Background: an optimization exercise with open tools, aiming at small area, a short achievable clock period and few clock cycles. Do not read the settings as production practice.
Only simulation tests tie the RTL to the original design; equivalence was not proved.
No activity file was given, so power comes from the tool's default toggle rates.

==> flow/design.v, too long to show whole: its modules and the start of the top module <==
// module M1: 918 lines
module M1 (
		input logic clk,
		input logic reset,
		input logic M1_start,
		input logic [15:0] SRAM_read_data,
		output logic [17:0] M1_SRAM_Address,
		output logic [15:0] M1_SRAM_write_data,
		output logic M1_Status,
		output logic M1_SRAM_we_n
);
  // ...
==> flow/run.sh <==
#!/bin/bash
# synth_recipe.tcl (not shown) runs the flow's synth.tcl, then flattens the netlist and writes it again
# the make line also repeats each setting of config.mk as NAME=value (left out here)
make -C /OpenROAD-flow-scripts/flow DESIGN_CONFIG=/design/flow/config.mk WORK_HOME=/design/flow/orfs CLKGATE_MAP_FILE= SYNTH_SCRIPT=/design/flow/synth_recipe.tcl finish
==> flow/config.mk <==
export PLATFORM = sky130hd
export DESIGN_NAME = M1
export DESIGN_NICKNAME = M1
export VERILOG_FILES = /design/flow/design.v
export SDC_FILE = /design/flow/constraint.sdc
export NUM_CORES = 4
export LEC_CHECK = 0
export CAP_MARGIN = 20
export CORE_MARGIN = 2
export CORE_UTILIZATION = 60
export SLEW_MARGIN = 20
==> flow/constraint.sdc <==
create_clock -name core_clock -period 13.0 [get_ports {clk}]
set_input_delay 2.6000 -clock core_clock [delete_from_list [all_inputs] [get_ports {clk}]]
set_output_delay 2.6000 -clock core_clock [all_outputs]
set_load 0.01 [all_outputs]
==> key figures, run 1 <==
Finish
  – Nets: approximately 2800
  – Multi-input gates: about 1400
  – Clock buffers: 30
  – Seq/total area: between 20% and 30%
  – Commonest cells after routing, fill and taps aside: inv_1 (500), fa_1 (289), ha_1 (204), edfxtp_1 (168), nor2_1 (136)
  – Largest regs: res: 24 flops, M1_SRAM_Address: 18 flops, ra: 18 flops
  – Area growth, synth to finish: 9.307%
  – Post-Route Utilization: approximately two thirds
  – Proportion of layout cells with a drive suffix above 1: under 10%
  – Register area: about 7000 sq um
  – Largest register by flop count: res

Min path
  – WHS Endpoint: wu2[2]
  – Worst hold path depth: 0

Critical path
  – CP cell instances: buf_4, mux2i_1, inv_1, fa_1, inv_1, fa_1, fa_1, fa_1, inv_1, fa_1, inv_1, fa_1, inv_1, ha_1, and3_1, a2111oi_0, nor3_1, a41oi_1, and2b_1, xnor2_1, mux2_2
  – CP max-delay cell: buf_4
  – CP peak stage delay: roughly 640 ps
  – Most numerous cell on the critical path: fa_1
  – Reg-to-reg critical path startpoint: chv
  – WP buf/inv: 6
  – WP data arrival: 7680 ps

Yosys
  – Mux contribution to synthesized area: between 3 and 4%
  – Top cells by count, synth: inv_1 (500), fa_1 (289), ha_1 (204), edfxtp_1 (168), nor2_1 (136)
  – Leading area contributor after synthesis: fa_1
  – Mapped Area: roughly 23000 sq um

Clock tree
  – Clk latency of the worst-skew pair: about 560 ps
  – Htree depth: 1

Global route
  – First-pass GRT wire length: approximately 92000 um
  – Gr busiest metal: met2
  – Initial antenna violation count: 1
  – GRT overflow: 0
  – Largest net degree at the start of global routing: 52

Timing
  – Period utilization: about 57%
  – Max_slew headroom: about two fifths
  – Final setup margin: between 5000 and 6000 ps

Power
  – Top power group: the clock network
  – Peak VDD IR: about 95 uV

Place
  – Placed cell area: 24410 sq um

Route
  – Routed wl met2: between 20000 and 30000 um

Run status
  – Run status: no timing/DRC/antenna violations

Job
  – Maxcap violations: 0
Testbench counts, summed over its fixed seeds: cycles 1,166,424.
==> run 2, diff against run 1 <==
==> flow/design.v (replaced) <==
`timescale 1ns/100ps
`default_nettype none
module M1 (
		input logic clk,
		input logic reset,
		input logic M1_start,
		input logic [15:0] SRAM_read_data,
		output logic [17:0] M1_SRAM_Address,
		output logic [15:0] M1_SRAM_write_data,
		output logic M1_Status,
		output logic M1_SRAM_we_n
);
localparam logic [1:0] S_IDLE = 2'd0, S_RUN = 2'd1, S_LEAD = 2'd2, S_DONE = 2'd3;
localparam logic [17:0] U_START_ADDRESS = 18'd38400, V_START_ADDRESS = 18'd57600,
                        RGB_START_ADDRESS = 18'd146944;
logic [1:0]  mode;
logic        dummy;       
logic        first;       
logic [3:0]  ph;          
logic [6:0]  k;           
logic [15:0] yc;          
logic [17:0] ra;          
logic        chv;         
logic [7:0]  wu0, wu1, wu2, wu3, wu4, wu5, bufu;
logic [7:0]  wv0, wv1, wv2, wv3, wv4, wv5, bufv;
logic [15:0] yw;          
logic [22:0] yt;          
logic [8:0]  pu, pv;      
logic        qu, qv;      
logic [8:0]  pa, pb, pc;  
logic [37:0] res;         
logic [7:0]  b0h;
wire run  = (mode == S_RUN);
wire lead = (mode == S_LEAD);
wire p0 = ph == 4'd0, p1 = ph == 4'd1, p2 = ph == 4'd2, p3 = ph == 4'd3, p4 = ph == 4'd4;
wire p5 = ph == 4'd5, p6 = ph == 4'd6, p7 = ph == 4'd7, p8 = ph == 4'd8, p9 = ph == 4'd9;
wire inrow = (k <= 7'd77);      
wire last_grp = (k == 7'd79);
wire tail = (k == 7'd80);
wire last_row = (yc >= 16'd38400);
wire to_lead = dummy | (last_grp & ~last_row);
wire ys_1 = ysel[7] ^ ysel[5];
wire ys_2 = ysel[7] & ysel[5];
wire ys_3 = ysel[6] ^ ysel[4];
wire ys_4 = ysel[6] & ysel[4];
wire ys_5 = ysel[7] ^ ysel[5];
wire ys_6 = ysel[7] & ysel[5];
wire ys_7 = ysel[4] ^ ysel[2];
wire ys_8 = ysel[4] & ysel[2];
wire ys_9 = ysel[5] ^ ysel[3] ^ ysel[1];
wire ys_10 = (ysel[5] & ysel[3]) | (ysel[5] & ysel[1]) | (ysel[3] & ysel[1]);
wire ys_11 = ysel[6] ^ ysel[4] ^ ysel[2];
wire ys_12 = (ysel[6] & ysel[4]) | (ysel[6] & ysel[2]) | (ysel[4] & ysel[2]);
wire ys_13 = ~(ysel[3] ^ ysel[0]);
wire ys_14 = ysel[3] | ysel[0];
wire ys_15 = ~(ysel[1] ^ ys_2);
wire ys_16 = ysel[1] | ys_2;
wire ys_17 = ~(ysel[2] ^ ys_4);
wire ys_18 = ysel[2] | ys_4;
wire ys_19 = ~(ysel[6] ^ ysel[3]);
wire ys_20 = ysel[6] | ysel[3];
wire ys_21 = ysel[7] ^ ysel[4];
wire ys_22 = ysel[7] & ysel[4];
wire ys_23 = ysel[2] ^ ysel[0];
wire ys_24 = ysel[2] & ysel[0];
wire ys_25 = ~(ysel[3] ^ ysel[1]);
wire ys_26 = ysel[3] | ysel[1];
wire ys_27 = ~(ysel[0] ^ ys_7);
wire ys_28 = ysel[0] | ys_7;
wire ys_29 = ~(ys_8 ^ ys_9);
wire ys_30 = ys_8 | ys_9;
wire ys_31 = ~(ys_10 ^ ys_11);
wire ys_32 = ys_10 | ys_11;
wire ys_33 = ys_1 ^ ys_12 ^ ys_13;
wire ys_34 = (ys_1 & ys_12) | (ys_1 & ys_13) | (ys_12 & ys_13);
wire ys_35 = ys_3 ^ ys_14 ^ ys_15;
wire ys_36 = (ys_3 & ys_14) | (ys_3 & ys_15) | (ys_14 & ys_15);
wire ys_37 = ys_5 ^ ys_16 ^ ys_17;
wire ys_38 = (ys_5 & ys_16) | (ys_5 & ys_17) | (ys_16 & ys_17);
wire ys_39 = ys_6 ^ ys_18 ^ ys_19;
wire ys_40 = (ys_6 & ys_18) | (ys_6 & ys_19) | (ys_18 & ys_19);
wire ys_41 = ~(ys_20 ^ ys_21);
wire ys_42 = ys_20 | ys_21;
wire ys_43 = ~(ysel[5] ^ ys_22);
wire ys_44 = ysel[5] | ys_22;
wire ys_45 = ~(ysel[6]);
wire ys_46 = ysel[6];
wire ys_47 = ~(ysel[7]);
wire ys_48 = ysel[7];
wire [24:0] ys_ra = {1'b1, ys_46, ys_44, ys_42, ys_40, ys_38, ys_36, ys_34, ys_32, ys_30, ys_28, ys_26, ys_24, 1'b1, ysel[1], ~ysel[7], ~ysel[6], ~ysel[5], ~ysel[4], ~ysel[3], ~ysel[2], ~ysel[1], ~ysel[0], 1'b0, 1'b0};
wire [24:0] ys_rb = {ys_48, ys_47, ys_45, ys_43, ys_41, ys_39, ys_37, ys_35, ys_33, ys_31, ys_29, ys_27, ys_25, ys_23, 1'b1, ysel[0], 1'b0, 1'b0, 1'b0, 1'b0, 1'b0, 1'b0, 1'b1, 1'b0, 1'b0};
wire [24:0] yt_s = ys_ra + ys_rb;
wire sr_1 = yt[4] ^ ~pv[6];
wire sr_2 = yt[4] & ~pv[6];
wire sr_3 = yt[5] ^ ~pv[7] ^ pv[5];
wire sr_4 = (yt[5] & ~pv[7]) | (yt[5] & pv[5]) | (~pv[7] & pv[5]);
wire sr_5 = pv[3] ^ pv[0];
wire sr_6 = pv[3] & pv[0];
wire sr_7 = yt[6] ^ ~pv[8] ^ pv[6];
wire sr_8 = (yt[6] & ~pv[8]) | (yt[6] & pv[6]) | (~pv[8] & pv[6]);
wire sr_9 = pv[4] ^ pv[1];
wire sr_10 = pv[4] & pv[1];
wire sr_11 = yt[7] ^ pv[7] ^ pv[5];
wire sr_12 = (yt[7] & pv[7]) | (yt[7] & pv[5]) | (pv[7] & pv[5]);
wire sr_13 = yt[8] ^ pv[8] ^ pv[6];
wire sr_14 = (yt[8] & pv[8]) | (yt[8] & pv[6]) | (pv[8] & pv[6]);
wire sr_15 = yt[9] ^ pv[7] ^ pv[4];
wire sr_16 = (yt[9] & pv[7]) | (yt[9] & pv[4]) | (pv[7] & pv[4]);
wire sr_17 = yt[10] ^ pv[8] ^ pv[5];
wire sr_18 = (yt[10] & pv[8]) | (yt[10] & pv[5]) | (pv[8] & pv[5]);
wire sr_19 = yt[11] ^ pv[6];
wire sr_20 = yt[11] & pv[6];
wire sr_21 = yt[12] ^ pv[7];
wire sr_22 = yt[12] & pv[7];
wire sr_23 = yt[13] ^ pv[8] ^ ~pv[4];
wire sr_24 = (yt[13] & pv[8]) | (yt[13] & ~pv[4]) | (pv[8] & ~pv[4]);
wire sr_25 = pv[2] ^ ~pv[0];
wire sr_26 = pv[2] & ~pv[0];
wire sr_27 = yt[14] ^ ~pv[5] ^ pv[3];
wire sr_28 = (yt[14] & ~pv[5]) | (yt[14] & pv[3]) | (~pv[5] & pv[3]);
wire sr_29 = ~(~pv[1]);
wire sr_30 = ~pv[1];
wire sr_31 = yt[15] ^ ~pv[6] ^ pv[4];
wire sr_32 = (yt[15] & ~pv[6]) | (yt[15] & pv[4]) | (~pv[6] & pv[4]);
wire sr_33 = ~pv[2] ^ pv[0];
wire sr_34 = ~pv[2] & pv[0];
wire sr_35 = yt[16] ^ ~pv[7] ^ pv[5];
wire sr_36 = (yt[16] & ~pv[7]) | (yt[16] & pv[5]) | (~pv[7] & pv[5]);
wire sr_37 = ~pv[3] ^ pv[1];
wire sr_38 = ~pv[3] & pv[1];
wire sr_39 = yt[17] ^ ~pv[8] ^ pv[6];
wire sr_40 = (yt[17] & ~pv[8]) | (yt[17] & pv[6]) | (~pv[8] & pv[6]);
wire sr_41 = ~pv[4] ^ pv[2];
wire sr_42 = ~pv[4] & pv[2];
wire sr_43 = yt[18] ^ pv[7] ^ ~pv[5];
wire sr_44 = (yt[18] & pv[7]) | (yt[18] & ~pv[5]) | (pv[7] & ~pv[5]);
wire sr_45 = ~(pv[3]);
wire sr_46 = pv[3];
wire sr_47 = yt[19] ^ pv[8] ^ ~pv[6];
wire sr_48 = (yt[19] & pv[8]) | (yt[19] & ~pv[6]) | (pv[8] & ~pv[6]);
wire sr_49 = yt[2] ^ ~pv[4];
wire sr_50 = yt[2] & ~pv[4];
wire sr_51 = yt[3] ^ ~pv[5] ^ pv[3];
wire sr_52 = (yt[3] & ~pv[5]) | (yt[3] & pv[3]) | (~pv[5] & pv[3]);
wire sr_53 = ~(pv[4] ^ pv[2]);
wire sr_54 = pv[4] | pv[2];
wire sr_55 = ~(sr_2 ^ sr_3);
wire sr_56 = sr_2 | sr_3;
wire sr_57 = sr_4 ^ sr_6 ^ sr_7;
wire sr_58 = (sr_4 & sr_6) | (sr_4 & sr_7) | (sr_6 & sr_7);
wire sr_59 = pv[2] ^ sr_8 ^ sr_10;
wire sr_60 = (pv[2] & sr_8) | (pv[2] & sr_10) | (sr_8 & sr_10);
wire sr_61 = ~(pv[3] ^ sr_12);
wire sr_62 = pv[3] | sr_12;
wire sr_63 = ~(~pv[0] ^ sr_14);
wire sr_64 = ~pv[0] | sr_14;
wire sr_65 = ~(~pv[1] ^ sr_16);
wire sr_66 = ~pv[1] | sr_16;
wire sr_67 = ~pv[2] ^ pv[0] ^ sr_18;
wire sr_68 = (~pv[2] & pv[0]) | (~pv[2] & sr_18) | (pv[0] & sr_18);
wire sr_69 = ~pv[3] ^ pv[1] ^ sr_20;
wire sr_70 = (~pv[3] & pv[1]) | (~pv[3] & sr_20) | (pv[1] & sr_20);
wire sr_71 = ~(sr_22 ^ sr_23);
wire sr_72 = sr_22 | sr_23;
wire sr_73 = sr_24 ^ sr_26 ^ sr_27;
wire sr_74 = (sr_24 & sr_26) | (sr_24 & sr_27) | (sr_26 & sr_27);
wire sr_75 = sr_28 ^ sr_30 ^ sr_31;
wire sr_76 = (sr_28 & sr_30) | (sr_28 & sr_31) | (sr_30 & sr_31);
wire sr_77 = sr_32 ^ sr_34 ^ sr_35;
wire sr_78 = (sr_32 & sr_34) | (sr_32 & sr_35) | (sr_34 & sr_35);
wire sr_79 = sr_36 ^ sr_38 ^ sr_39;
wire sr_80 = (sr_36 & sr_38) | (sr_36 & sr_39) | (sr_38 & sr_39);
wire sr_81 = sr_40 ^ sr_42 ^ sr_43;
wire sr_82 = (sr_40 & sr_42) | (sr_40 & sr_43) | (sr_42 & sr_43);
wire sr_83 = pv[4] ^ sr_44 ^ sr_46;
wire sr_84 = (pv[4] & sr_44) | (pv[4] & sr_46) | (sr_44 & sr_46);
wire sr_85 = yt[20] ^ ~pv[7] ^ pv[5];
wire sr_86 = (yt[20] & ~pv[7]) | (yt[20] & pv[5]) | (~pv[7] & pv[5]);
wire sr_87 = yt[21] ^ ~pv[8];
wire sr_88 = yt[21] & ~pv[8];
wire sr_89 = yt[0] ^ ~pv[2];
wire sr_90 = yt[0] & ~pv[2];
wire sr_91 = yt[1] ^ ~pv[3] ^ pv[1];
wire sr_92 = (yt[1] & ~pv[3]) | (yt[1] & pv[1]) | (~pv[3] & pv[1]);
wire sr_93 = pv[2] ^ pv[0] ^ sr_49;
wire sr_94 = (pv[2] & pv[0]) | (pv[2] & sr_49) | (pv[0] & sr_49);
wire sr_95 = pv[1] ^ sr_50 ^ sr_51;
wire sr_96 = (pv[1] & sr_50) | (pv[1] & sr_51) | (sr_50 & sr_51);
wire sr_97 = sr_1 ^ sr_52 ^ sr_53;
wire sr_98 = (sr_1 & sr_52) | (sr_1 & sr_53) | (sr_52 & sr_53);
wire sr_99 = sr_5 ^ sr_54 ^ sr_55;
wire sr_100 = (sr_5 & sr_54) | (sr_5 & sr_55) | (sr_54 & sr_55);
wire sr_101 = sr_9 ^ sr_56 ^ sr_57;
wire sr_102 = (sr_9 & sr_56) | (sr_9 & sr_57) | (sr_56 & sr_57);
wire sr_103 = sr_11 ^ sr_58 ^ sr_59;
wire sr_104 = (sr_11 & sr_58) | (sr_11 & sr_59) | (sr_58 & sr_59);
wire sr_105 = sr_13 ^ sr_60 ^ sr_61;
wire sr_106 = (sr_13 & sr_60) | (sr_13 & sr_61) | (sr_60 & sr_61);
wire sr_107 = sr_15 ^ sr_62 ^ sr_63;
wire sr_108 = (sr_15 & sr_62) | (sr_15 & sr_63) | (sr_62 & sr_63);
wire sr_109 = sr_17 ^ sr_64 ^ sr_65;
wire sr_110 = (sr_17 & sr_64) | (sr_17 & sr_65) | (sr_64 & sr_65);
wire sr_111 = sr_19 ^ sr_66 ^ sr_67;
wire sr_112 = (sr_19 & sr_66) | (sr_19 & sr_67) | (sr_66 & sr_67);
wire sr_113 = sr_21 ^ sr_68 ^ sr_69;
wire sr_114 = (sr_21 & sr_68) | (sr_21 & sr_69) | (sr_68 & sr_69);
wire sr_115 = sr_25 ^ sr_70 ^ sr_71;
wire sr_116 = (sr_25 & sr_70) | (sr_25 & sr_71) | (sr_70 & sr_71);
wire sr_117 = sr_29 ^ sr_72 ^ sr_73;
wire sr_118 = (sr_29 & sr_72) | (sr_29 & sr_73) | (sr_72 & sr_73);
wire sr_119 = sr_33 ^ sr_74 ^ sr_75;
wire sr_120 = (sr_33 & sr_74) | (sr_33 & sr_75) | (sr_74 & sr_75);
wire sr_121 = sr_37 ^ sr_76 ^ sr_77;
wire sr_122 = (sr_37 & sr_76) | (sr_37 & sr_77) | (sr_76 & sr_77);
wire sr_123 = sr_41 ^ sr_78 ^ sr_79;
wire sr_124 = (sr_41 & sr_78) | (sr_41 & sr_79) | (sr_78 & sr_79);
wire sr_125 = sr_45 ^ sr_80 ^ sr_81;
wire sr_126 = (sr_45 & sr_80) | (sr_45 & sr_81) | (sr_80 & sr_81);
wire sr_127 = sr_47 ^ sr_82 ^ sr_83;
wire sr_128 = (sr_47 & sr_82) | (sr_47 & sr_83) | (sr_82 & sr_83);
wire sr_129 = sr_48 ^ sr_84 ^ sr_85;
wire sr_130 = (sr_48 & sr_84) | (sr_48 & sr_85) | (sr_84 & sr_85);
wire sr_131 = pv[6] ^ sr_86 ^ sr_87;
wire sr_132 = (pv[6] & sr_86) | (pv[6] & sr_87) | (sr_86 & sr_87);
wire sr_133 = yt[22] ^ pv[7] ^ sr_88;
wire sr_134 = (yt[22] & pv[7]) | (yt[22] & sr_88) | (pv[7] & sr_88);
wire sr_135 = ~(pv[8]);
wire sr_136 = pv[8];
wire [27:0] sr_ra = {1'b1, 1'b1, sr_134, sr_132, sr_130, sr_128, sr_126, sr_124, sr_122, sr_120, sr_118, sr_116, sr_114, sr_112, sr_110, sr_108, sr_106, sr_104, sr_102, sr_100, sr_98, sr_96, sr_94, sr_92, sr_90, pv[0], ~pv[1], ~pv[0]};
wire [27:0] sr_rb = {1'b0, sr_136, sr_135, sr_133, sr_131, sr_129, sr_127, sr_125, sr_123, sr_121, sr_119, sr_117, sr_115, sr_113, sr_111, sr_109, sr_107, sr_105, sr_103, sr_101, sr_99, sr_97, sr_95, sr_93, sr_91, sr_89, 1'b0, 1'b1};
wire [27:0] sum_r = sr_ra + sr_rb;
wire sg_1 = yt[13] ^ ~pu[5];
wire sg_2 = yt[13] & ~pu[5];
wire sg_3 = yt[14] ^ ~pu[6] ^ pu[3];
wire sg_4 = (yt[14] & ~pu[6]) | (yt[14] & pu[3]) | (~pu[6] & pu[3]);
wire sg_5 = yt[15] ^ ~pu[7] ^ pu[4];
wire sg_6 = (yt[15] & ~pu[7]) | (yt[15] & pu[4]) | (~pu[7] & pu[4]);
wire sg_7 = yt[16] ^ ~pu[8] ^ pu[5];
wire sg_8 = (yt[16] & ~pu[8]) | (yt[16] & pu[5]) | (~pu[8] & pu[5]);
wire sg_9 = yt[17] ^ pu[6];
wire sg_10 = yt[17] & pu[6];
wire sg_11 = yt[18] ^ pu[7];
wire sg_12 = yt[18] & pu[7];
wire sg_13 = yt[19] ^ pu[8];
wire sg_14 = yt[19] & pu[8];
wire sg_15 = yt[3] ^ pu[2];
wire sg_16 = yt[3] & pu[2];
wire sg_17 = yt[4] ^ pu[3] ^ ~pu[1];
wire sg_18 = (yt[4] & pu[3]) | (yt[4] & ~pu[1]) | (pu[3] & ~pu[1]);
wire sg_19 = yt[5] ^ pu[4] ^ ~pu[2];
wire sg_20 = (yt[5] & pu[4]) | (yt[5] & ~pu[2]) | (pu[4] & ~pu[2]);
wire sg_21 = yt[6] ^ pu[5] ^ ~pu[3];
wire sg_22 = (yt[6] & pu[5]) | (yt[6] & ~pu[3]) | (pu[5] & ~pu[3]);
wire sg_23 = ~pv[8] ^ ~pv[3];
wire sg_24 = ~pv[8] & ~pv[3];
wire sg_25 = yt[7] ^ pu[6] ^ ~pu[4];
wire sg_26 = (yt[7] & pu[6]) | (yt[7] & ~pu[4]) | (pu[6] & ~pu[4]);
wire sg_27 = ~(~pv[4]);
wire sg_28 = ~pv[4];
wire sg_29 = yt[8] ^ pu[7] ^ ~pu[5];
wire sg_30 = (yt[8] & pu[7]) | (yt[8] & ~pu[5]) | (pu[7] & ~pu[5]);
wire sg_31 = ~(~pu[0] ^ ~pv[5]);
wire sg_32 = ~pu[0] | ~pv[5];
wire sg_33 = yt[9] ^ pu[8] ^ ~pu[6];
wire sg_34 = (yt[9] & pu[8]) | (yt[9] & ~pu[6]) | (pu[8] & ~pu[6]);
wire sg_35 = ~(~pu[1] ^ ~pv[6]);
wire sg_36 = ~pu[1] | ~pv[6];
wire sg_37 = yt[10] ^ ~pu[7] ^ ~pu[2];
wire sg_38 = (yt[10] & ~pu[7]) | (yt[10] & ~pu[2]) | (~pu[7] & ~pu[2]);
wire sg_39 = ~pv[7] ^ ~pv[0];
wire sg_40 = ~pv[7] & ~pv[0];
wire sg_41 = yt[11] ^ ~pu[8] ^ ~pu[3];
wire sg_42 = (yt[11] & ~pu[8]) | (yt[11] & ~pu[3]) | (~pu[8] & ~pu[3]);
wire sg_43 = pu[0] ^ ~pv[8] ^ ~pv[1];
wire sg_44 = (pu[0] & ~pv[8]) | (pu[0] & ~pv[1]) | (~pv[8] & ~pv[1]);
wire sg_45 = yt[12] ^ ~pu[4] ^ pu[1];
wire sg_46 = (yt[12] & ~pu[4]) | (yt[12] & pu[1]) | (~pu[4] & pu[1]);
wire sg_47 = ~pv[2] ^ pv[0];
wire sg_48 = ~pv[2] & pv[0];
wire sg_49 = pu[2] ^ ~pu[0] ^ ~pv[3];
wire sg_50 = (pu[2] & ~pu[0]) | (pu[2] & ~pv[3]) | (~pu[0] & ~pv[3]);
wire sg_51 = ~(pv[1] ^ sg_1);
wire sg_52 = pv[1] | sg_1;
wire sg_53 = ~pu[1] ^ ~pv[4] ^ pv[2];
wire sg_54 = (~pu[1] & ~pv[4]) | (~pu[1] & pv[2]) | (~pv[4] & pv[2]);
wire sg_55 = ~pv[0] ^ sg_2 ^ sg_3;
wire sg_56 = (~pv[0] & sg_2) | (~pv[0] & sg_3) | (sg_2 & sg_3);
wire sg_57 = ~pu[2] ^ ~pv[5] ^ pv[3];
wire sg_58 = (~pu[2] & ~pv[5]) | (~pu[2] & pv[3]) | (~pv[5] & pv[3]);
wire sg_59 = ~pv[1] ^ sg_4 ^ sg_5;
wire sg_60 = (~pv[1] & sg_4) | (~pv[1] & sg_5) | (sg_4 & sg_5);
wire sg_61 = ~pu[3] ^ ~pv[6] ^ pv[4];
wire sg_62 = (~pu[3] & ~pv[6]) | (~pu[3] & pv[4]) | (~pv[6] & pv[4]);
wire sg_63 = ~pv[2] ^ sg_6 ^ sg_7;
wire sg_64 = (~pv[2] & sg_6) | (~pv[2] & sg_7) | (sg_6 & sg_7);
wire sg_65 = ~pu[4] ^ ~pv[7] ^ pv[5];
wire sg_66 = (~pu[4] & ~pv[7]) | (~pu[4] & pv[5]) | (~pv[7] & pv[5]);
wire sg_67 = ~pv[3] ^ sg_8 ^ sg_9;
wire sg_68 = (~pv[3] & sg_8) | (~pv[3] & sg_9) | (sg_8 & sg_9);
wire sg_69 = ~pu[5] ^ ~pv[8] ^ pv[6];
wire sg_70 = (~pu[5] & ~pv[8]) | (~pu[5] & pv[6]) | (~pv[8] & pv[6]);
wire sg_71 = ~pv[4] ^ sg_10 ^ sg_11;
wire sg_72 = (~pv[4] & sg_10) | (~pv[4] & sg_11) | (sg_10 & sg_11);
wire sg_73 = ~pu[6] ^ pv[7] ^ ~pv[5];
wire sg_74 = (~pu[6] & pv[7]) | (~pu[6] & ~pv[5]) | (pv[7] & ~pv[5]);
wire sg_75 = ~(sg_12 ^ sg_13);
wire sg_76 = sg_12 | sg_13;
wire sg_77 = yt[20] ^ ~pu[7] ^ pv[8];
wire sg_78 = (yt[20] & ~pu[7]) | (yt[20] & pv[8]) | (~pu[7] & pv[8]);
wire sg_79 = ~(~pv[6] ^ sg_14);
wire sg_80 = ~pv[6] | sg_14;
wire sg_81 = yt[21] ^ ~pu[8];
wire sg_82 = yt[21] & ~pu[8];
wire sg_83 = ~pu[0] ^ ~pv[5];
wire sg_84 = ~pu[0] & ~pv[5];
wire sg_85 = ~pv[6] ^ ~pv[1] ^ sg_16;
wire sg_86 = (~pv[6] & ~pv[1]) | (~pv[6] & sg_16) | (~pv[1] & sg_16);
wire sg_87 = ~pv[7] ^ ~pv[2] ^ sg_18;
wire sg_88 = (~pv[7] & ~pv[2]) | (~pv[7] & sg_18) | (~pv[2] & sg_18);
wire sg_89 = ~(sg_20 ^ sg_21);
wire sg_90 = sg_20 | sg_21;
wire sg_91 = sg_22 ^ sg_24 ^ sg_25;
wire sg_92 = (sg_22 & sg_24) | (sg_22 & sg_25) | (sg_24 & sg_25);
wire sg_93 = sg_26 ^ sg_28 ^ sg_29;
wire sg_94 = (sg_26 & sg_28) | (sg_26 & sg_29) | (sg_28 & sg_29);
wire sg_95 = sg_30 ^ sg_32 ^ sg_33;
wire sg_96 = (sg_30 & sg_32) | (sg_30 & sg_33) | (sg_32 & sg_33);
wire sg_97 = sg_34 ^ sg_36 ^ sg_37;
wire sg_98 = (sg_34 & sg_36) | (sg_34 & sg_37) | (sg_36 & sg_37);
wire sg_99 = sg_38 ^ sg_40 ^ sg_41;
wire sg_100 = (sg_38 & sg_40) | (sg_38 & sg_41) | (sg_40 & sg_41);
wire sg_101 = sg_42 ^ sg_44 ^ sg_45;
wire sg_102 = (sg_42 & sg_44) | (sg_42 & sg_45) | (sg_44 & sg_45);
wire sg_103 = sg_46 ^ sg_48 ^ sg_49;
wire sg_104 = (sg_46 & sg_48) | (sg_46 & sg_49) | (sg_48 & sg_49);
wire sg_105 = sg_50 ^ sg_52 ^ sg_53;
wire sg_106 = (sg_50 & sg_52) | (sg_50 & sg_53) | (sg_52 & sg_53);
wire sg_107 = sg_54 ^ sg_56 ^ sg_57;
wire sg_108 = (sg_54 & sg_56) | (sg_54 & sg_57) | (sg_56 & sg_57);
wire sg_109 = sg_58 ^ sg_60 ^ sg_61;
wire sg_110 = (sg_58 & sg_60) | (sg_58 & sg_61) | (sg_60 & sg_61);
wire sg_111 = sg_62 ^ sg_64 ^ sg_65;
wire sg_112 = (sg_62 & sg_64) | (sg_62 & sg_65) | (sg_64 & sg_65);
wire sg_113 = sg_66 ^ sg_68 ^ sg_69;
wire sg_114 = (sg_66 & sg_68) | (sg_66 & sg_69) | (sg_68 & sg_69);
wire sg_115 = sg_70 ^ sg_72 ^ sg_73;
wire sg_116 = (sg_70 & sg_72) | (sg_70 & sg_73) | (sg_72 & sg_73);
wire sg_117 = sg_74 ^ sg_76 ^ sg_77;
wire sg_118 = (sg_74 & sg_76) | (sg_74 & sg_77) | (sg_76 & sg_77);
wire sg_119 = ~pv[7] ^ sg_78 ^ sg_80;
wire sg_120 = (~pv[7] & sg_78) | (~pv[7] & sg_80) | (sg_78 & sg_80);
wire sg_121 = ~(yt[22] ^ ~pv[8]);
wire sg_122 = yt[22] | ~pv[8];
wire sg_123 = yt[1] ^ pu[0];
wire sg_124 = yt[1] & pu[0];
wire sg_125 = yt[2] ^ pu[1] ^ ~pv[4];
wire sg_126 = (yt[2] & pu[1]) | (yt[2] & ~pv[4]) | (pu[1] & ~pv[4]);
wire sg_127 = ~pv[0] ^ sg_15 ^ sg_83;
wire sg_128 = (~pv[0] & sg_15) | (~pv[0] & sg_83) | (sg_15 & sg_83);
wire sg_129 = sg_17 ^ sg_84 ^ sg_85;
wire sg_130 = (sg_17 & sg_84) | (sg_17 & sg_85) | (sg_84 & sg_85);
wire sg_131 = sg_19 ^ sg_86 ^ sg_87;
wire sg_132 = (sg_19 & sg_86) | (sg_19 & sg_87) | (sg_86 & sg_87);
wire sg_133 = sg_23 ^ sg_88 ^ sg_89;
wire sg_134 = (sg_23 & sg_88) | (sg_23 & sg_89) | (sg_88 & sg_89);
wire sg_135 = sg_27 ^ sg_90 ^ sg_91;
wire sg_136 = (sg_27 & sg_90) | (sg_27 & sg_91) | (sg_90 & sg_91);
wire sg_137 = sg_31 ^ sg_92 ^ sg_93;
wire sg_138 = (sg_31 & sg_92) | (sg_31 & sg_93) | (sg_92 & sg_93);
wire sg_139 = sg_35 ^ sg_94 ^ sg_95;
wire sg_140 = (sg_35 & sg_94) | (sg_35 & sg_95) | (sg_94 & sg_95);
wire sg_141 = sg_39 ^ sg_96 ^ sg_97;
wire sg_142 = (sg_39 & sg_96) | (sg_39 & sg_97) | (sg_96 & sg_97);
wire sg_143 = sg_43 ^ sg_98 ^ sg_99;
wire sg_144 = (sg_43 & sg_98) | (sg_43 & sg_99) | (sg_98 & sg_99);
wire sg_145 = sg_47 ^ sg_100 ^ sg_101;
wire sg_146 = (sg_47 & sg_100) | (sg_47 & sg_101) | (sg_100 & sg_101);
wire sg_147 = sg_51 ^ sg_102 ^ sg_103;
wire sg_148 = (sg_51 & sg_102) | (sg_51 & sg_103) | (sg_102 & sg_103);
wire sg_149 = sg_55 ^ sg_104 ^ sg_105;
wire sg_150 = (sg_55 & sg_104) | (sg_55 & sg_105) | (sg_104 & sg_105);
wire sg_151 = sg_59 ^ sg_106 ^ sg_107;
wire sg_152 = (sg_59 & sg_106) | (sg_59 & sg_107) | (sg_106 & sg_107);
wire sg_153 = sg_63 ^ sg_108 ^ sg_109;
wire sg_154 = (sg_63 & sg_108) | (sg_63 & sg_109) | (sg_108 & sg_109);
wire sg_155 = sg_67 ^ sg_110 ^ sg_111;
wire sg_156 = (sg_67 & sg_110) | (sg_67 & sg_111) | (sg_110 & sg_111);
wire sg_157 = sg_71 ^ sg_112 ^ sg_113;
wire sg_158 = (sg_71 & sg_112) | (sg_71 & sg_113) | (sg_112 & sg_113);
wire sg_159 = sg_75 ^ sg_114 ^ sg_115;
wire sg_160 = (sg_75 & sg_114) | (sg_75 & sg_115) | (sg_114 & sg_115);
wire sg_161 = sg_79 ^ sg_116 ^ sg_117;
wire sg_162 = (sg_79 & sg_116) | (sg_79 & sg_117) | (sg_116 & sg_117);
wire sg_163 = sg_81 ^ sg_118 ^ sg_119;
wire sg_164 = (sg_81 & sg_118) | (sg_81 & sg_119) | (sg_118 & sg_119);
wire sg_165 = sg_82 ^ sg_120 ^ sg_121;
wire sg_166 = (sg_82 & sg_120) | (sg_82 & sg_121) | (sg_120 & sg_121);
wire [27:0] sg_ra = {1'b1, 1'b1, sg_122, sg_164, sg_162, sg_160, sg_158, sg_156, sg_154, sg_152, sg_150, sg_148, sg_146, sg_144, sg_142, sg_140, sg_138, sg_136, sg_134, sg_132, sg_130, sg_128, sg_126, sg_124, ~pv[3], yt[0], ~pv[1], ~pv[0]};
wire [27:0] sg_rb = {1'b0, 1'b0, sg_166, sg_165, sg_163, sg_161, sg_159, sg_157, sg_155, sg_153, sg_151, sg_149, sg_147, sg_145, sg_143, sg_141, sg_139, sg_137, sg_135, sg_133, sg_131, sg_129, sg_127, sg_125, sg_123, ~pv[2], 1'b0, 1'b1};
wire [27:0] sum_g = sg_ra + sg_rb;
wire sb_1 = yt[4] ^ ~pu[6];
wire sb_2 = yt[4] & ~pu[6];
wire sb_3 = yt[5] ^ ~pu[7] ^ ~pu[5];
wire sb_4 = (yt[5] & ~pu[7]) | (yt[5] & ~pu[5]) | (~pu[7] & ~pu[5]);
wire sb_5 = pu[2] ^ pu[0];
wire sb_6 = pu[2] & pu[0];
wire sb_7 = yt[6] ^ ~pu[8] ^ ~pu[6];
wire sb_8 = (yt[6] & ~pu[8]) | (yt[6] & ~pu[6]) | (~pu[8] & ~pu[6]);
wire sb_9 = pu[3] ^ pu[1];
wire sb_10 = pu[3] & pu[1];
wire sb_11 = yt[7] ^ ~pu[7] ^ pu[4];
wire sb_12 = (yt[7] & ~pu[7]) | (yt[7] & pu[4]) | (~pu[7] & pu[4]);
wire sb_13 = yt[8] ^ ~pu[8] ^ pu[5];
wire sb_14 = (yt[8] & ~pu[8]) | (yt[8] & pu[5]) | (~pu[8] & pu[5]);
wire sb_15 = yt[9] ^ pu[6] ^ pu[4];
wire sb_16 = (yt[9] & pu[6]) | (yt[9] & pu[4]) | (pu[6] & pu[4]);
wire sb_17 = yt[10] ^ pu[7];
wire sb_18 = yt[10] & pu[7];
wire sb_19 = yt[11] ^ pu[8];
wire sb_20 = yt[11] & pu[8];
wire sb_21 = yt[0] ^ ~pu[2];
wire sb_22 = yt[0] & ~pu[2];
wire sb_23 = yt[1] ^ ~pu[3];
wire sb_24 = yt[1] & ~pu[3];
wire sb_25 = yt[2] ^ ~pu[4];
wire sb_26 = yt[2] & ~pu[4];
wire sb_27 = yt[3] ^ ~pu[5] ^ ~pu[3];
wire sb_28 = (yt[3] & ~pu[5]) | (yt[3] & ~pu[3]) | (~pu[5] & ~pu[3]);
wire sb_29 = ~(~pu[4] ^ pu[1]);
wire sb_30 = ~pu[4] | pu[1];
wire sb_31 = ~(sb_2 ^ sb_3);
wire sb_32 = sb_2 | sb_3;
wire sb_33 = sb_4 ^ sb_6 ^ sb_7;
wire sb_34 = (sb_4 & sb_6) | (sb_4 & sb_7) | (sb_6 & sb_7);
wire sb_35 = pu[2] ^ sb_8 ^ sb_10;
wire sb_36 = (pu[2] & sb_8) | (pu[2] & sb_10) | (sb_8 & sb_10);
wire sb_37 = pu[3] ^ pu[0] ^ sb_12;
wire sb_38 = (pu[3] & pu[0]) | (pu[3] & sb_12) | (pu[0] & sb_12);
wire sb_39 = ~(pu[1] ^ sb_14);
wire sb_40 = pu[1] | sb_14;
wire sb_41 = pu[5] ^ pu[2] ^ sb_16;
wire sb_42 = (pu[5] & pu[2]) | (pu[5] & sb_16) | (pu[2] & sb_16);
wire sb_43 = pu[6] ^ pu[3] ^ sb_18;
wire sb_44 = (pu[6] & pu[3]) | (pu[6] & sb_18) | (pu[3] & sb_18);
wire sb_45 = yt[12] ^ pu[7] ^ pu[4];
wire sb_46 = (yt[12] & pu[7]) | (yt[12] & pu[4]) | (pu[7] & pu[4]);
wire sb_47 = yt[13] ^ pu[8];
wire sb_48 = yt[13] & pu[8];
wire sb_49 = yt[14] ^ pu[6];
wire sb_50 = yt[14] & pu[6];
wire sb_51 = yt[15] ^ pu[7] ^ pu[0];
wire sb_52 = (yt[15] & pu[7]) | (yt[15] & pu[0]) | (pu[7] & pu[0]);
wire sb_53 = yt[16] ^ pu[8];
wire sb_54 = yt[16] & pu[8];
wire sb_55 = yt[17] ^ pu[2];
wire sb_56 = yt[17] & pu[2];
wire sb_57 = ~(~pu[0]);
wire sb_58 = ~pu[0];
wire sb_59 = ~pu[1] ^ sb_22 ^ sb_23;
wire sb_60 = (~pu[1] & sb_22) | (~pu[1] & sb_23) | (sb_22 & sb_23);
wire sb_61 = ~pu[2] ^ sb_24 ^ sb_25;
wire sb_62 = (~pu[2] & sb_24) | (~pu[2] & sb_25) | (sb_24 & sb_25);
wire sb_63 = pu[0] ^ sb_26 ^ sb_27;
wire sb_64 = (pu[0] & sb_26) | (pu[0] & sb_27) | (sb_26 & sb_27);
wire sb_65 = sb_1 ^ sb_28 ^ sb_29;
wire sb_66 = (sb_1 & sb_28) | (sb_1 & sb_29) | (sb_28 & sb_29);
wire sb_67 = sb_5 ^ sb_30 ^ sb_31;
wire sb_68 = (sb_5 & sb_30) | (sb_5 & sb_31) | (sb_30 & sb_31);
wire sb_69 = sb_9 ^ sb_32 ^ sb_33;
wire sb_70 = (sb_9 & sb_32) | (sb_9 & sb_33) | (sb_32 & sb_33);
wire sb_71 = sb_11 ^ sb_34 ^ sb_35;
wire sb_72 = (sb_11 & sb_34) | (sb_11 & sb_35) | (sb_34 & sb_35);
wire sb_73 = sb_13 ^ sb_36 ^ sb_37;
wire sb_74 = (sb_13 & sb_36) | (sb_13 & sb_37) | (sb_36 & sb_37);
wire sb_75 = sb_15 ^ sb_38 ^ sb_39;
wire sb_76 = (sb_15 & sb_38) | (sb_15 & sb_39) | (sb_38 & sb_39);
wire sb_77 = sb_17 ^ sb_40 ^ sb_41;
wire sb_78 = (sb_17 & sb_40) | (sb_17 & sb_41) | (sb_40 & sb_41);
wire sb_79 = sb_19 ^ sb_42 ^ sb_43;
wire sb_80 = (sb_19 & sb_42) | (sb_19 & sb_43) | (sb_42 & sb_43);
wire sb_81 = sb_20 ^ sb_44 ^ sb_45;
wire sb_82 = (sb_20 & sb_44) | (sb_20 & sb_45) | (sb_44 & sb_45);
wire sb_83 = pu[5] ^ sb_46 ^ sb_47;
wire sb_84 = (pu[5] & sb_46) | (pu[5] & sb_47) | (sb_46 & sb_47);
wire sb_85 = ~(sb_48 ^ sb_49);
wire sb_86 = sb_48 | sb_49;
wire sb_87 = ~(sb_50 ^ sb_51);
wire sb_88 = sb_50 | sb_51;
wire sb_89 = pu[1] ^ sb_52 ^ sb_53;
wire sb_90 = (pu[1] & sb_52) | (pu[1] & sb_53) | (sb_52 & sb_53);
wire sb_91 = ~(sb_54 ^ sb_55);
wire sb_92 = sb_54 | sb_55;
wire sb_93 = yt[18] ^ pu[3] ^ sb_56;
wire sb_94 = (yt[18] & pu[3]) | (yt[18] & sb_56) | (pu[3] & sb_56);
wire sb_95 = ~(yt[19] ^ pu[4]);
wire sb_96 = yt[19] | pu[4];
wire sb_97 = ~(yt[20] ^ pu[5]);
wire sb_98 = yt[20] | pu[5];
wire sb_99 = ~(yt[21] ^ pu[6]);
wire sb_100 = yt[21] | pu[6];
wire sb_101 = yt[22] ^ pu[7];
wire sb_102 = yt[22] & pu[7];
wire sb_103 = ~(pu[8]);
wire sb_104 = pu[8];
wire [27:0] sb_ra = {1'b1, 1'b1, sb_102, sb_100, sb_98, sb_96, sb_94, sb_92, sb_90, sb_88, sb_86, sb_84, sb_82, sb_80, sb_78, sb_76, sb_74, sb_72, sb_70, sb_68, sb_66, sb_64, sb_62, sb_60, sb_58, sb_21, ~pu[1], ~pu[0]};
wire [27:0] sb_rb = {1'b0, sb_104, sb_103, sb_101, sb_99, sb_97, sb_95, sb_93, sb_91, sb_89, sb_87, sb_85, sb_83, sb_81, sb_79, sb_77, sb_75, sb_73, sb_71, sb_69, sb_67, sb_65, sb_63, sb_61, sb_59, sb_57, 1'b0, 1'b1};
wire [27:0] sum_b = sb_ra + sb_rb;
wire fs_1 = pa[7] ^ pa[5];
wire fs_2 = pa[7] & pa[5];
wire fs_3 = pa[8] ^ pa[6];
wire fs_4 = pa[8] & pa[6];
wire fs_5 = pa[4] ^ pa[2];
wire fs_6 = pa[4] & pa[2];
wire fs_7 = pa[5] ^ pa[3] ^ pa[1];
wire fs_8 = (pa[5] & pa[3]) | (pa[5] & pa[1]) | (pa[3] & pa[1]);
wire fs_9 = ~pb[3] ^ ~pb[1] ^ ~pb[0];
wire fs_10 = (~pb[3] & ~pb[1]) | (~pb[3] & ~pb[0]) | (~pb[1] & ~pb[0]);
wire fs_11 = pa[6] ^ pa[4] ^ pa[2];
wire fs_12 = (pa[6] & pa[4]) | (pa[6] & pa[2]) | (pa[4] & pa[2]);
wire fs_13 = ~pb[4] ^ ~pb[2] ^ ~pb[1];
wire fs_14 = (~pb[4] & ~pb[2]) | (~pb[4] & ~pb[1]) | (~pb[2] & ~pb[1]);
wire fs_15 = pa[3] ^ ~pb[5] ^ ~pb[3];
wire fs_16 = (pa[3] & ~pb[5]) | (pa[3] & ~pb[3]) | (~pb[5] & ~pb[3]);
wire fs_17 = ~pb[2] ^ ~pc[7] ^ pc[2];
wire fs_18 = (~pb[2] & ~pc[7]) | (~pb[2] & pc[2]) | (~pc[7] & pc[2]);
wire fs_19 = ~(pc[0]);
wire fs_20 = pc[0];
wire fs_21 = pa[4] ^ ~pb[6] ^ ~pb[4];
wire fs_22 = (pa[4] & ~pb[6]) | (pa[4] & ~pb[4]) | (~pb[6] & ~pb[4]);
wire fs_23 = ~pb[3] ^ ~pc[8] ^ pc[3];
wire fs_24 = (~pb[3] & ~pc[8]) | (~pb[3] & pc[3]) | (~pc[8] & pc[3]);
wire fs_25 = pc[1] ^ fs_2 ^ fs_3;
wire fs_26 = (pc[1] & fs_2) | (pc[1] & fs_3) | (fs_2 & fs_3);
wire fs_27 = pa[7] ^ pa[5] ^ ~pb[7];
wire fs_28 = (pa[7] & pa[5]) | (pa[7] & ~pb[7]) | (pa[5] & ~pb[7]);
wire fs_29 = ~pb[5] ^ ~pb[4] ^ pc[4];
wire fs_30 = (~pb[5] & ~pb[4]) | (~pb[5] & pc[4]) | (~pb[4] & pc[4]);
wire fs_31 = ~(pc[2] ^ fs_4);
wire fs_32 = pc[2] | fs_4;
wire fs_33 = pa[8] ^ pa[6] ^ ~pb[8];
wire fs_34 = (pa[8] & pa[6]) | (pa[8] & ~pb[8]) | (pa[6] & ~pb[8]);
wire fs_35 = ~pb[6] ^ ~pb[5] ^ pc[5];
wire fs_36 = (~pb[6] & ~pb[5]) | (~pb[6] & pc[5]) | (~pb[5] & pc[5]);
wire fs_37 = ~(pc[3]);
wire fs_38 = pc[3];
wire fs_39 = pa[7] ^ ~pb[7] ^ ~pb[6];
wire fs_40 = (pa[7] & ~pb[7]) | (pa[7] & ~pb[6]) | (~pb[7] & ~pb[6]);
wire fs_41 = pa[8] ^ ~pb[8];
wire fs_42 = pa[8] & ~pb[8];
wire fs_43 = pa[2] ^ pa[0];
wire fs_44 = pa[2] & pa[0];
wire fs_45 = pa[3] ^ pa[1];
wire fs_46 = pa[3] & pa[1];
wire fs_47 = pa[0] ^ ~pb[2] ^ ~pb[0];
wire fs_48 = (pa[0] & ~pb[2]) | (pa[0] & ~pb[0]) | (~pb[2] & ~pb[0]);
wire fs_49 = ~(~pc[4]);
wire fs_50 = ~pc[4];
wire fs_51 = ~(~pc[5] ^ pc[0]);
wire fs_52 = ~pc[5] | pc[0];
wire fs_53 = fs_6 ^ fs_7 ^ fs_9;
wire fs_54 = (fs_6 & fs_7) | (fs_6 & fs_9) | (fs_7 & fs_9);
wire fs_55 = ~pc[6] ^ pc[1] ^ fs_8;
wire fs_56 = (~pc[6] & pc[1]) | (~pc[6] & fs_8) | (pc[1] & fs_8);
wire fs_57 = fs_10 ^ fs_11 ^ fs_13;
wire fs_58 = (fs_10 & fs_11) | (fs_10 & fs_13) | (fs_11 & fs_13);
wire fs_59 = fs_1 ^ fs_12 ^ fs_14;
wire fs_60 = (fs_1 & fs_12) | (fs_1 & fs_14) | (fs_12 & fs_14);
wire fs_61 = fs_15 ^ fs_17 ^ fs_19;
wire fs_62 = (fs_15 & fs_17) | (fs_15 & fs_19) | (fs_17 & fs_19);
wire fs_63 = fs_16 ^ fs_18 ^ fs_20;
wire fs_64 = (fs_16 & fs_18) | (fs_16 & fs_20) | (fs_18 & fs_20);
wire fs_65 = fs_21 ^ fs_23 ^ fs_25;
wire fs_66 = (fs_21 & fs_23) | (fs_21 & fs_25) | (fs_23 & fs_25);
wire fs_67 = fs_22 ^ fs_24 ^ fs_26;
wire fs_68 = (fs_22 & fs_24) | (fs_22 & fs_26) | (fs_24 & fs_26);
wire fs_69 = fs_27 ^ fs_29 ^ fs_31;
wire fs_70 = (fs_27 & fs_29) | (fs_27 & fs_31) | (fs_29 & fs_31);
wire fs_71 = fs_28 ^ fs_30 ^ fs_32;
wire fs_72 = (fs_28 & fs_30) | (fs_28 & fs_32) | (fs_30 & fs_32);
wire fs_73 = fs_33 ^ fs_35 ^ fs_37;
wire fs_74 = (fs_33 & fs_35) | (fs_33 & fs_37) | (fs_35 & fs_37);
wire fs_75 = pc[6] ^ pc[4] ^ fs_34;
wire fs_76 = (pc[6] & pc[4]) | (pc[6] & fs_34) | (pc[4] & fs_34);
wire fs_77 = fs_36 ^ fs_38 ^ fs_39;
wire fs_78 = (fs_36 & fs_38) | (fs_36 & fs_39) | (fs_38 & fs_39);
wire fs_79 = ~pb[7] ^ pc[7] ^ pc[5];
wire fs_80 = (~pb[7] & pc[7]) | (~pb[7] & pc[5]) | (pc[7] & pc[5]);
wire fs_81 = ~(fs_40 ^ fs_41);
wire fs_82 = fs_40 | fs_41;
wire fs_83 = ~pb[8] ^ pc[8] ^ pc[6];
wire fs_84 = (~pb[8] & pc[8]) | (~pb[8] & pc[6]) | (pc[8] & pc[6]);
wire fs_85 = ~pb[0] ^ ~pc[2];
wire fs_86 = ~pb[0] & ~pc[2];
wire fs_87 = ~pb[1] ^ ~pc[3] ^ fs_44;
wire fs_88 = (~pb[1] & ~pc[3]) | (~pb[1] & fs_44) | (~pc[3] & fs_44);
wire fs_89 = fs_5 ^ fs_46 ^ fs_47;
wire fs_90 = (fs_5 & fs_46) | (fs_5 & fs_47) | (fs_46 & fs_47);
wire fs_91 = fs_48 ^ fs_50 ^ fs_51;
wire fs_92 = (fs_48 & fs_50) | (fs_48 & fs_51) | (fs_50 & fs_51);
wire fs_93 = fs_52 ^ fs_54 ^ fs_55;
wire fs_94 = (fs_52 & fs_54) | (fs_52 & fs_55) | (fs_54 & fs_55);
wire fs_95 = fs_56 ^ fs_58 ^ fs_59;
wire fs_96 = (fs_56 & fs_58) | (fs_56 & fs_59) | (fs_58 & fs_59);
wire fs_97 = fs_60 ^ fs_62 ^ fs_63;
wire fs_98 = (fs_60 & fs_62) | (fs_60 & fs_63) | (fs_62 & fs_63);
wire fs_99 = fs_64 ^ fs_66 ^ fs_67;
wire fs_100 = (fs_64 & fs_66) | (fs_64 & fs_67) | (fs_66 & fs_67);
wire fs_101 = fs_68 ^ fs_70 ^ fs_71;
wire fs_102 = (fs_68 & fs_70) | (fs_68 & fs_71) | (fs_70 & fs_71);
wire fs_103 = fs_72 ^ fs_74 ^ fs_75;
wire fs_104 = (fs_72 & fs_74) | (fs_72 & fs_75) | (fs_74 & fs_75);
wire fs_105 = fs_76 ^ fs_78 ^ fs_79;
wire fs_106 = (fs_76 & fs_78) | (fs_76 & fs_79) | (fs_78 & fs_79);
wire fs_107 = fs_42 ^ fs_80 ^ fs_82;
wire fs_108 = (fs_42 & fs_80) | (fs_42 & fs_82) | (fs_80 & fs_82);
wire fs_109 = pa[0] ^ ~pc[0];
wire fs_110 = pa[0] & ~pc[0];
wire fs_111 = pa[1] ^ ~pc[1];
wire fs_112 = pa[1] & ~pc[1];
wire fs_113 = ~(fs_43 ^ fs_85);
wire fs_114 = fs_43 | fs_85;
wire fs_115 = fs_45 ^ fs_86 ^ fs_87;
wire fs_116 = (fs_45 & fs_86) | (fs_45 & fs_87) | (fs_86 & fs_87);
wire fs_117 = fs_49 ^ fs_88 ^ fs_89;
wire fs_118 = (fs_49 & fs_88) | (fs_49 & fs_89) | (fs_88 & fs_89);
wire fs_119 = fs_53 ^ fs_90 ^ fs_91;
wire fs_120 = (fs_53 & fs_90) | (fs_53 & fs_91) | (fs_90 & fs_91);
wire fs_121 = fs_57 ^ fs_92 ^ fs_93;
wire fs_122 = (fs_57 & fs_92) | (fs_57 & fs_93) | (fs_92 & fs_93);
wire fs_123 = fs_61 ^ fs_94 ^ fs_95;
wire fs_124 = (fs_61 & fs_94) | (fs_61 & fs_95) | (fs_94 & fs_95);
wire fs_125 = fs_65 ^ fs_96 ^ fs_97;
wire fs_126 = (fs_65 & fs_96) | (fs_65 & fs_97) | (fs_96 & fs_97);
wire fs_127 = fs_69 ^ fs_98 ^ fs_99;
wire fs_128 = (fs_69 & fs_98) | (fs_69 & fs_99) | (fs_98 & fs_99);
wire fs_129 = fs_73 ^ fs_100 ^ fs_101;
wire fs_130 = (fs_73 & fs_100) | (fs_73 & fs_101) | (fs_100 & fs_101);
wire fs_131 = fs_77 ^ fs_102 ^ fs_103;
wire fs_132 = (fs_77 & fs_102) | (fs_77 & fs_103) | (fs_102 & fs_103);
wire fs_133 = fs_81 ^ fs_104 ^ fs_105;
wire fs_134 = (fs_81 & fs_104) | (fs_81 & fs_105) | (fs_104 & fs_105);
wire fs_135 = fs_83 ^ fs_106 ^ fs_107;
wire fs_136 = (fs_83 & fs_106) | (fs_83 & fs_107) | (fs_106 & fs_107);
wire fs_137 = pc[7] ^ fs_84 ^ fs_108;
wire fs_138 = (pc[7] & fs_84) | (pc[7] & fs_108) | (fs_84 & fs_108);
wire fs_139 = ~(pc[8]);
wire fs_140 = pc[8];
wire [17:0] fs_ra = {1'b1, 1'b1, fs_138, fs_136, fs_134, fs_132, fs_130, fs_128, fs_126, fs_124, fs_122, fs_120, fs_118, fs_116, fs_114, fs_112, fs_110, 1'b1};
wire [17:0] fs_rb = {1'b0, fs_140, fs_139, fs_137, fs_135, fs_133, fs_131, fs_129, fs_127, fs_125, fs_123, fs_121, fs_119, fs_117, fs_115, fs_113, fs_111, fs_109};
wire [17:0] fir_s = fs_ra + fs_rb;
function automatic [7:0] clip(input [11:0] s);
	clip = s[11] ? 8'd0 : (|s[10:8]) ? 8'd255 : s[7:0];
endfunction
wire rq_u = res[1], rq_v = res[0];
wire [7:0] c_r = rq_v ? 8'd0 : clip(res[37:26]);
wire [7:0] c_g = (rq_u | rq_v) ? 8'd0 : clip(res[25:14]);
wire [7:0] c_b = rq_u ? 8'd0 : clip(res[13:2]);
wire nx_rd_y = run & (p2 | p6);
wire nx_rd_u = (run & (p0 | (p9 & to_lead))) | (lead & p3);
wire nx_rd_v = (run & p1) | (lead & (p0 | p4));
wire nx_wr_cur  = run & ~dummy & ~tail & (p5 | p7 | p8);
wire nx_wr_prev = ~first & ((run & ((p9 & ~to_lead) | p3 | p4)) | (lead & p8));
wire nx_wr   = nx_wr_cur | nx_wr_prev;
wire [1:0] uv_d = lead ? {1'b0, p3 | p4} : (p9 ? 2'd0 : 2'd2);
wire [14:0] uvw = yc[15:1] + {13'd0, uv_d};
wire [17:0] nx_uva = (nx_rd_u ? U_START_ADDRESS : V_START_ADDRESS) + {3'd0, uvw};
always_ff @(posedge clk) begin
	if (nx_rd_y)                  M1_SRAM_Address <= {2'b00, yc};
	else if (nx_rd_u | nx_rd_v)   M1_SRAM_Address <= nx_uva;
	else                          M1_SRAM_Address <= ra;
	if (run & (p3 | p7))      M1_SRAM_write_data <= {b0h, c_r};
	else if (run & (p4 | p8)) M1_SRAM_write_data <= {c_g, c_b};
	else                  M1_SRAM_write_data <= {c_r, c_g};
end
always_ff @(posedge clk or negedge reset) begin
	if (~reset) begin
		mode <= S_IDLE; dummy <= 1'b0; first <= 1'b0; ph <= 4'd0; k <= 7'd0; chv <= 1'b0;
		yc <= 16'd0; ra <= RGB_START_ADDRESS; M1_Status <= 1'b0; M1_SRAM_we_n <= 1'b1;
	end else begin
		M1_SRAM_we_n <= ~nx_wr;
		chv <= run & (p3 | p7);
		case (mode)
		S_IDLE: if (M1_start) begin
			mode <= S_RUN; dummy <= 1'b1; first <= 1'b1; ph <= 4'd6; k <= 7'd0;
			yc <= 16'd0; ra <= RGB_START_ADDRESS; M1_Status <= 1'b0;
		end
		S_RUN: begin
			if (nx_rd_y) yc <= yc + 16'd1;
			if (nx_wr) ra <= ra + 18'd1;
			if (p5 & ~dummy) first <= 1'b0;
			if (p4 & tail) M1_Status <= 1'b1;
			if (p5 & tail) mode <= S_DONE;
			if (p9) begin
				ph <= 4'd0;
				if (to_lead) begin
					mode <= S_LEAD; dummy <= 1'b0; k <= 7'd0;
				end else k <= k + 7'd1;
			end else ph <= ph + 4'd1;
		end
		S_LEAD: begin
			if (nx_wr) ra <= ra + 18'd1;
			if (p8) begin mode <= S_RUN; ph <= 4'd0; end
			else ph <= ph + 4'd1;
		end
		default: ;
		endcase
	end
end
wire shu     = run ? (p3 | p9) : (lead & (p2 | p3 | p4 | p5 | p6 | p7));
wire shu_bus = run ? (p3 & inrow) : (lead & (p2 | p6));
wire shu_buf = run ? (p9 & inrow) : (lead & (p5 | p7));
wire shv     = run ? (p4 | p9) : (lead & (p3 | p4 | p5 | p6 | p7 | p8));
wire shv_bus = run ? (p4 & inrow) : (lead & (p3 | p7));
wire shv_buf = run ? (p9 & inrow) : (lead & (p6 | p8));
wire [7:0] nu = shu_bus ? SRAM_read_data[15:8] : shu_buf ? bufu : wu5;
wire [7:0] nv = shv_bus ? SRAM_read_data[15:8] : shv_buf ? bufv : wv5;
always_ff @(posedge clk) begin
	if (shu) begin wu0 <= wu1; wu1 <= wu2; wu2 <= wu3; wu3 <= wu4; wu4 <= wu5; wu5 <= nu; end
	if (shu_bus) bufu <= SRAM_read_data[7:0];
	if (shv) begin wv0 <= wv1; wv1 <= wv2; wv2 <= wv3; wv3 <= wv4; wv4 <= wv5; wv5 <= nv; end
	if (shv_bus) bufv <= SRAM_read_data[7:0];
end
wire [7:0] fa = chv ? wv0 : wu0;
wire [7:0] fb = chv ? wv1 : wu1;
wire [7:0] fc = chv ? wv2 : wu2;
wire [7:0] fd = chv ? wv3 : wu3;
wire [7:0] fe = chv ? wv4 : wu4;
wire [7:0] ff = chv ? wv5 : wu5;
always_ff @(posedge clk) begin
	pa <= {1'b0, fa} + {1'b0, ff};
	pb <= {1'b0, fb} + {1'b0, fe};
	pc <= {1'b0, fc} + {1'b0, fd};
end
wire ld_even = run & (p0 | p6);
wire [7:0] ysel = (p3 | p7) ? yw[15:8] : yw[7:0];
always_ff @(posedge clk) begin
	if (ld_even)            begin pu <= {1'b0, wu2}; qu <= 1'b0; end
	else if (run & (p4 | p8)) begin pu <= fir_s[16:8]; qu <= fir_s[17]; end
	if (ld_even)            begin pv <= {1'b0, wv2}; qv <= 1'b0; end
	else if (run & (p5 | p9)) begin pv <= fir_s[16:8]; qv <= fir_s[17]; end
	if (run & (p5 | p9)) yw <= SRAM_read_data;
	if (run & (p3 | p5 | p7 | p9)) yt <= yt_s[24:2];
	if (run & (p0 | p4 | p6 | p8)) res <= {sum_r[27:16], sum_g[27:16], sum_b[27:16], qu, qv};
	if (run & (p5 | p9)) b0h <= c_b;
end
endmodule
==> flow/config.mk (replaced) <==
export PLATFORM = sky130hd
export DESIGN_NAME = M1
export DESIGN_NICKNAME = M1
export VERILOG_FILES = /design/flow/design.v
export SDC_FILE = /design/flow/constraint.sdc
export NUM_CORES = 4
export LEC_CHECK = 0
export CAP_MARGIN = 20
export CORE_MARGIN = 2
export CORE_UTILIZATION = 50
export SLEW_MARGIN = 20
==> run 2 against run 1 <==
  * Still clean on timing, DRC and antenna
  * Hold slack lost 8.2 ps
  * Synthesized cell count grew 2.4%
  * Worst setup slack gained 2300 ps
  * Via count grew 2.6%
  * Sequential share of layout area grew 5.3 points
  * Total power grew 24%
  * First-iteration DRC count shrank 9.9%
  * Area after synthesis grew 5.8%
  * Largest cell class unchanged
==> key figures, run 2 <==
Run status
  – Run status: no timing/DRC/antenna violations (unchanged)

Critical path
  – CP max FO: 10 (was 48)
  – WP data arrival: 5460 ps (was 7680 ps)
  – WP buf/inv: 2 (was 6)
  – Launching element type of the critical path: register (unchanged)
  – CP cell instances: inv_1, fa_1, fa_1, fa_1, inv_1, ha_1, a21oi_1, o21ai_0, a2111oi_0, o211ai_1, a31oi_1, o21a_1, or4b_1, o311ai_1 (was buf_4, mux2i_1, inv_1, fa_1, inv_1, fa_1, fa_1, fa_1, inv_1, fa_1, inv_1, fa_1, inv_1, ha_1, and3_1, a2111oi_0, nor3_1, a41oi_1, and2b_1, xnor2_1, mux2_2)
  – WS Path Type: reg2reg (unchanged)
  – CP max-delay cell: edfxtp_1 (was buf_4)
  – Most numerous cell on the critical path: fa_1 (unchanged)
  – CP peak stage delay: 810 ps (was 640 ps)
  – Crit end category: register (unchanged)
  – CP required: 13360 ps (was 13310 ps)
  – Worst path top cell family by delay: adder cells (unchanged)

Floorplan
  – Num rows: 81 (was 72)
  – Die width: 225.8 um (was 200.9 um)
  – Die height: 225.8 um (was 200.9 um)
  – Full die area: 50990 sq um (was 40350 sq um)
  – IO Pins: 55 (unchanged)
  – Starting density of the core: 50.46% (was 60.46%)
  – Placeable Area: 48750 sq um (was 38470 sq um)

Route
  – Top sig layer: met4 (was met5)
  – Met3 routed WL: 2123 um (was 2622 um)
  – Via count: 16354 (was 15932)
  – Final wirelength: 59320 um (was 57360 um)
  – Pre-antenna DRT Iters: 5 (was 7)
  – # DRC: 0 (unchanged)
  – Remaining antenna violation count: 0 (unchanged)
  – Vias per cell: 5.353 (was 5.612)
  – Detailed router's first-iteration violation count: 1079 (was 1198)
  – Wl on met1: 28760 um (was 24270 um)
  – Routed wl met2: 27340 um (was 28260 um)
  – DR WL/cell: 19.42 um (was 20.21 um)

Finish
  – Commonest cells after routing, fill and taps aside: inv_1 (445), ha_1 (241), edfxtp_1 (213), fa_1 (203), nand2_1 (154) (was inv_1 (500), fa_1 (289), ha_1 (204), edfxtp_1 (168), nor2_1 (136))
  – Largest register by flop count: res (unchanged)
  – Proportion of layout cells with a drive suffix above 1: 7.110% (was 5.256%)
  – Non-Filler Instances: 3055 (was 2839)
  – Area growth, synth to finish: 10.26% (was 9.307%)
  – Largest regs: res: 38 flops, yt: 23 flops (was res: 24 flops, M1_SRAM_Address: 18 flops, ra: 18 flops)
  – Final antenna diode count: 0 (unchanged)
  – Most common cell after layout, fill and taps aside: inv_1 (unchanged)
  – Nets: 2823 (was 2812)
  – Max reg flops: 38 (was 24)

Yosys
  – Syn nets: 2767 (was 2761)
  – #FFs+latches synth: 330 (was 257)
  – Cell count after synthesis: 2304 (was 2249)
  – Mux contribution to synthesized area: 4.298% (was 3.653%)
  – Largest family of logic cells by synthesized area: adder cells (unchanged)
  – Synth top area share: 26.00% (was 24.88%)
  – Compound-gate portion of the synthesized area: 10.23% (was 9.060%)
  – Seq/Total Area, Yosys: 36.62% (was 30.49%)
  – Synth cell types: 82 (was 78)
  – Simple-Gate Fraction of Synth Area: 8.850% (was 9.039%)
  – Syn avg cell area: 10.68 sq um (was 10.34 sq um)
  – Area contributors post-synth: edfxtp_1 (26%), fa_1 (17%), ha_1 (12%) (was fa_1 (25%), edfxtp_1 (22%), ha_1 (11%))
  – Leading area contributor after synthesis: edfxtp_1 (was fa_1)
  – Synth Flop Type: edfxtp_1 (unchanged)
  – Post-Synth Adder-Cell Area: 28.78% (was 35.90%)
  – Post-synth EDFFs: 213 (was 168)
  – Share of flip-flops with an asynchronous set or reset: 15.76% (was 19.84%)
  – Yosys Warn Count: 1 (unchanged)
  – Post-Synth XOR/XNOR Area: 3.489% (was 2.938%)
  – Mapped Area: 24600 sq um (was 23260 sq um)
  – Top cells by count, synth: inv_1 (445), ha_1 (241), edfxtp_1 (213), fa_1 (203), nand2_1 (154) (was inv_1 (500), fa_1 (289), ha_1 (204), edfxtp_1 (168), nor2_1 (136))
  – Most frequent cell after synthesis: inv_1 (unchanged)

Power
  – Pwr dens: 80.06 nW/um^2 (was 68.67 nW/um^2)
  – Power Internal: 1.712 mW (was 1.404 mW)
  – Leak: 12.00 nW (was 11.71 nW)
  – Psw: 459.8 uW (was 341.6 uW)
  – Clock Power Share: 48.5% (was 49.9%)
  – Switch share: 21.17% (was 19.57%)
  – Seq pwr share: 51.0% (was 49.4%)
  – Logic gate share of total power: 0.5% (was 0.6%)
  – Peak VDD IR: 105.9 uV (was 95.35 uV)

Global route
  – Largest net degree at the start of global routing: 53 (was 52)
  – GRT overflow: 0 (unchanged)
  – GRT Overall Usage: 24.19% (was 29.59%)
  – Vias in the first global route: 16893 (was 16791)
  – First-pass GRT wire length: 94880 um (was 92160 um)
  – Initial antenna violation count: 0 (was 1)

Timing
  – Worst Tran Pin Value: 1079 ps (was 907.9 ps)
  – Clock skew: 29.47 ps (was 15.99 ps)
  – Period utilization: 39.21% (was 56.69%)
  – Final count of hold timing violations: 0 (unchanged)
  – Hold slack: 440.8 ps (was 449.0 ps)
  – Min Clock Period, post-route: 5097 ps (was 7369 ps)
  – Final setup margin: 7903 ps (was 5631 ps)
  – Endpoints failing setup: 0 (unchanged)
  – Max Clock Freq: 196.2 MHz (was 135.7 MHz)
  – Unrepaired setup endpoints after global routing: false (unchanged)
  – Max_slew headroom: 27.89% (was 39.01%)
  – Setup TNS: 0 ps (unchanged)
  – Max Slew Vio Count: 0 (unchanged)

Clock tree
  – CTS tree: done (unchanged)
  – Resized cells post-CTS: 0 (unchanged)
  – CTS Hold Bufs: 0 (unchanged)
  – Htree depth: 2 (was 1)
  – Number of post-CTS setup repair buffers: 0 (unchanged)
  – Root buffer cell: clkbuf_16 (unchanged)
  – Clk pin slew, worst setup/hold paths: 60 ps (was 70 ps)
  – CTS max path bufs: 3 (unchanged)
  – Clk latency of the worst-skew pair: 570 ps (was 560 ps)
  – CTS buffer count: 39 (was 27)
  – Clock net sink count: 330 (was 257)

Place
  – Setup WS pre-CTS: 7868 ps (was 5665 ps)
  – Placed cell count: 2982 (was 2789)
  – Final RePlAce weighted congestion: 0.9277 (was 0.9266)
  – PortBufs: 54 (unchanged)
  – Detailed placement HPWL: 46980 um (was 45930 um)

Min path
  – Min-delay worst type: reg2reg (unchanged)

Job
  – Maxcap violations: 0 (unchanged)
run 2: cell types whose count changed in the layout (fill, tap and decap cells not counted), moves of 14 or more:
cell | before | now
and3_1 | 24 | 10
dfxtp_1 | 38 | 65
edfxtp_1 | 168 | 213
fa_1 | 289 | 203
ha_1 | 204 | 241
inv_1 | 500 | 445
mux2_2 | 31 | 69
mux2i_1 | 50 | 28
nand2_1 | 135 | 154
nor2_1 | 136 | 96
o21ai_1 | 11 | 40
xnor2_1 | 37 | 63
run 2: worst paths after layout:
check	cells after the start	slack (ps)	start	end
setup / recovery	14	7900	pv[5]	res[33]
hold / removal	0	440	wv3[7]	wv2[7]
setup reg to reg	14	7900	pv[5]	res[33]
hold reg to reg	0	440	wv3[7]	wv2[7]
max in group asynchronous	2	10290	reset	chv
min in group asynchronous	2	2170	reset	ra[14]
run 2: power groups by stage:
stage                     clock, mW  sequential (mW)  combinational, mW
after floorplan                   0             1.13           0.000110
after global placement            0             1.13             0.0113
after detailed placement          0             1.13             0.0115
after CTS                      1.08             1.11             0.0115
after global routing           1.12             1.11             0.0122
final                          1.05             1.11             0.0111
run 2: logic make-up after synthesis:
family	after synthesis
adders and majority gates	444
and+or+nand+nor	445
xor gates and xnor gates	98
muxes	97
DFF	330
AOI/OAI and AO/OA	392
buffers and inverters	498
run 2: layout make-up:
| cell class | instances | area [sq um] |
|---|---|---|
| well taps | 664 | 830.8 |
| flip-flops and latches | 330 | 9009 |
| multi-input cells | 1476 | 13750 |
| clock inverters | 27 | 237.7 |
| fillers | 4263 | 21620 |
| clock buffers | 45 | 998.5 |
| repair buffers | 66 | 623.1 |
| inverters | 447 | 1678 |
run 2: metal layers:
metal | track usage (%) | up-vias
met5 | 0 | -
met2 | 39.16 | 319
met3 | 2.875 | 70
li1 | - | 7868
met1 | 34.93 | 8097
met4 | 5.512 | 0
run 2: through the flow:
step	instance area, sq um	util [%]	total power [mW]
finish	27120	55.64	2.172
global route	27120	55.64	2.241
CTS	27110	55.60	2.196
detailed placement	25870	53.07	1.140
global placement	25870	53.07	1.140
floorplan	24600	-	1.129
Testbench counts of run 2, summed over its fixed seeds: cycles 1,165,020.

Setup slack of run 2, layout unchanged: 7.903 ns with ideal ports, 7.903 ns with driving cells assumed (clock clkbuf_16, inputs buf_2), 7.903 ns with port delays also shifted by the 0.615 ns mid clock arrival.
